This design comes from an exercise in tuning for small area, a short achievable clock period and few clock cycles per item on the open sky130 flow, not from production work.
The RTL was checked by simulation tests, not by an equivalence proof against the original design.

## cnn_top
module cnn_top (
    clk,
    rst_n,
    start,
    done,
    data_bram_wen, data_bram_addr, data_bram_din,
    weight_bram_wen, weight_bram_addr, weight_bram_din,
    feature_bram_wen, feature_bram_addr, feature_bram_din,
    dense_w_bram_wen, dense_w_bram_addr, dense_w_bram_din,
    final_class_out
);
Size: ~76 I/O pins, about 33000 um^2 of cells after synthesis.
clock: 7.0 ns
lec_check: 0
cap_margin: 20
core_margin: 2
core_utilization: 60
cts_buf_list: sky130_fd_sc_hd__clkbuf_8
cts_cluster_diameter: 60
cts_cluster_size: 16
place_density: 0.75
setup_slack_margin: 3.0
slew_margin: 20
synth_hierarchical: 1
run.sh (not shown) runs the stock make flow with config.mk's settings and CLKGATE_MAP_FILE= SYNTH_SCRIPT=/design/flow/synth_recipe.tcl, a recipe that flattens the netlist after the stock synthesis.
Testbench counts at the start, summed over its fixed seeds: cycles 5,760, inferences 320.
==> next run, changes <==
- ABC_AREA: not set -> 1
- SETUP_SLACK_MARGIN: 3.0 -> 3.8
Result: Sequential share of layout area came out lower by 2.6 points. Critical path depth came out lower by 3. Synthesized area came out higher by 7.9%. Register-to-register slack is better by 0.42 ns.
==> next run, changes <==
- ABC_AREA: 1 -> not set
- SETUP_SLACK_MARGIN: 3.8 -> 3.4
The new run completed with no timing, DRC or antenna violations.
Cell count decreases by 34%.
Die area decreases by 7.2%.
Setup slack is worse by 0.39 ns.
==> next run, changes <==
- CTS_BUF_LIST: sky130_fd_sc_hd__clkbuf_8 -> not set
- CTS_CLUSTER_DIAMETER: 60 -> not set
- CTS_CLUSTER_SIZE: 16 -> not set
- SETUP_SLACK_MARGIN: 3.4 -> 4.0
Area after synthesis is unchanged.
Final cell count is higher by a few percent.
Synthesized cell count stays the same.
Global-route usage is higher by 0.59 points.
Routed wire length is higher by a little under a tenth.
Non-clock buffer count is higher by 156.
Final area is higher by a little under a tenth.
Sequential share of layout area is lower by 2.4 points.
Worst setup slack gets better by 0.31 ns.
==> next run, changes <==
- CTS_BUF_LIST: not set -> sky130_fd_sc_hd__clkbuf_8
- CTS_CLUSTER_DIAMETER: not set -> 60
- CTS_CLUSTER_SIZE: not set -> 16
- SETUP_SLACK_MARGIN: 4.0 -> 3.8
Design area decreases by 6.6%.
Maximum frequency stays flat.
Worst setup slack barely changes.
Worst hold slack gains 0.0040 ns.
Synthesized cell count does not change.
Non-clock buffer count decreases by 147.
Die area does not change.
Via count decreases by 5.4%.


Setup of exp/zinc:
cnn_top again, from the RTL that the note above started with.
==> flow/design.v (excerpt) <==
module cnn_top (
    clk,
    rst_n,
    start,
    done,
    data_bram_wen, data_bram_addr, data_bram_din,
    weight_bram_wen, weight_bram_addr, weight_bram_din,
    feature_bram_wen, feature_bram_addr, feature_bram_din,
    dense_w_bram_wen, dense_w_bram_addr, dense_w_bram_din,
    final_class_out
);
clock: 7.0 ns
lec_check: 0
cap_margin: 20
core_margin: 2
core_utilization: 60
cts_buf_list: sky130_fd_sc_hd__clkbuf_8
cts_cluster_diameter: 60
cts_cluster_size: 16
place_density: 0.75
setup_slack_margin: 3.6
slew_margin: 20
synth_hierarchical: 1
Testbench counts of exp/zinc, summed over its fixed seeds: cycles 5,760, inferences 320.
[inputs] exp/maple vs exp/zinc
# exp/zinc
export LEC_CHECK = 0
export CAP_MARGIN = 20
export CORE_MARGIN = 2
export CORE_UTILIZATION = 60
export CTS_BUF_LIST = sky130_fd_sc_hd__clkbuf_8
export CTS_CLUSTER_DIAMETER = 60
export CTS_CLUSTER_SIZE = 16
export PLACE_DENSITY = 0.75
export SETUP_SLACK_MARGIN = 3.6
export SLEW_MARGIN = 20
export SYNTH_HIERARCHICAL = 1
create_clock -name core_clock -period 7.0 [get_ports {clk}]
# exp/maple
export LEC_CHECK = 0
export CAP_MARGIN = 20
export CORE_MARGIN = 2
export CORE_UTILIZATION = 60
export CTS_BUF_LIST = sky130_fd_sc_hd__clkbuf_8
export CTS_CLUSTER_DIAMETER = 60
export CTS_CLUSTER_SIZE = 16
export PLACE_DENSITY = 0.75
export SETUP_SLACK_MARGIN = 3.7
export SLEW_MARGIN = 20
export SYNTH_HIERARCHICAL = 1
create_clock -name core_clock -period 7.0 [get_ports {clk}]
## What came out
- On met1 global-route usage, exp/zinc and exp/maple are basically level.
- For core utilization, exp/zinc and exp/maple come out practically identical.
- The cell area was comparable across exp/zinc and exp/maple.
- exp/maple -> exp/zinc: wire length flat
For exp/nickel, these inputs were changed with respect to exp/maple:
# exp/maple
export LEC_CHECK = 0
export CAP_MARGIN = 20
export CORE_MARGIN = 2
export CORE_UTILIZATION = 60
export CTS_BUF_LIST = sky130_fd_sc_hd__clkbuf_8
export CTS_CLUSTER_DIAMETER = 60
export CTS_CLUSTER_SIZE = 16
export PLACE_DENSITY = 0.75
export SETUP_SLACK_MARGIN = 3.7
export SLEW_MARGIN = 20
export SYNTH_HIERARCHICAL = 1
create_clock -name core_clock -period 7.0 [get_ports {clk}]
# exp/nickel
export LEC_CHECK = 0
export CAP_MARGIN = 20
export CORE_MARGIN = 2
export CORE_UTILIZATION = 70
export CTS_BUF_LIST = sky130_fd_sc_hd__clkbuf_8
export CTS_CLUSTER_DIAMETER = 60
export CTS_CLUSTER_SIZE = 16
export PLACE_DENSITY = 0.82
export SETUP_SLACK_MARGIN = 3.8
export SLEW_MARGIN = 20
export SYNTH_HIERARCHICAL = 1
create_clock -name core_clock -period 7.0 [get_ports {clk}]
[summary]
In exp/nickel the via count normalized by instance count turned out 0.31 higher than in exp/maple. Between exp/nickel and exp/maple, the growth of design area from synthesis to finish does not differ in any meaningful way. Between exp/maple and exp/nickel, via count of the first global-routing pass is lower for exp/maple, exp/nickel comes in above that. Between exp/maple and exp/nickel, the difference in register cell area after layout is negligible. Share of the clock period used by the worst path after layout for exp/nickel: 0.43 points up relative to exp/maple. There was hardly any difference in design area between exp/nickel and exp/maple. exp/nickel and exp/maple ended up with roughly the same proportion of synthesized area in mux cells. Taking exp/maple as the reference, in exp/nickel routed metal-1 wirelength down 4.2%, first-pass GRT wire length saw an increase. Worst setup path endpoint: c1a[17] -> exp/maple, final_class_out[1] -> exp/nickel.

[port drivers added, routing unchanged]
No port has a modelled driver above. Below, the same layouts with a new extraction and two added sets of constraints. Step 1: set_driving_cell puts a clkbuf_16 on clk and a buf_2 on each other input, an assumption about the parent block. Step 2, shift: input delay + t, output delay - t, t = (earliest + latest rising clock arrival at the registers) / 2. This alone moves slack from input paths to output paths. Three values: ideal ports, drivers, drivers and shift; two values: the first two.
run | shift t [ns] | setup slack, ns | hold WS [ns] | slew at the worst register clock pin (ns)
the first run of note 1 | 0.726 | 3.496 / 3.496 / 3.406 | 0.468 / 0.468 / 0.468 | 0.11 / 0.11
the second run of note 1 | 0.720 | 3.917 / 3.917 / 3.606 | 0.448 / 0.448 / 0.448 | 0.10 / 0.10
the third run of note 1 | 0.726 | 3.525 / 3.525 / 3.404 | 0.470 / 0.470 / 0.470 | 0.11 / 0.11
the fourth run of note 1 | 0.663 | 3.837 / 3.837 / 3.446 | 0.466 / 0.466 / 0.466 | 0.07 / 0.07
the fifth run of note 1 | 0.728 | 3.839 / 3.839 / 3.395 | 0.470 / 0.470 / 0.470 | 0.11 / 0.11
exp/zinc | 0.728 | 3.701 / 3.701 / 3.384 | 0.469 / 0.469 / 0.469 | 0.11 / 0.11
exp/maple | 0.727 | 3.797 / 3.797 / 3.395 | 0.470 / 0.470 / 0.470 | 0.11 / 0.11
exp/nickel | 0.715 | 3.767 / 3.767 / 3.412 | 0.472 / 0.472 / 0.472 | 0.10 / 0.10
After both steps every run listed still meets setup and hold. For the fifth run of note 1, which loses most, drivers alone change the setup slack by 0.000 ns; drivers and shift together by -0.444 ns.
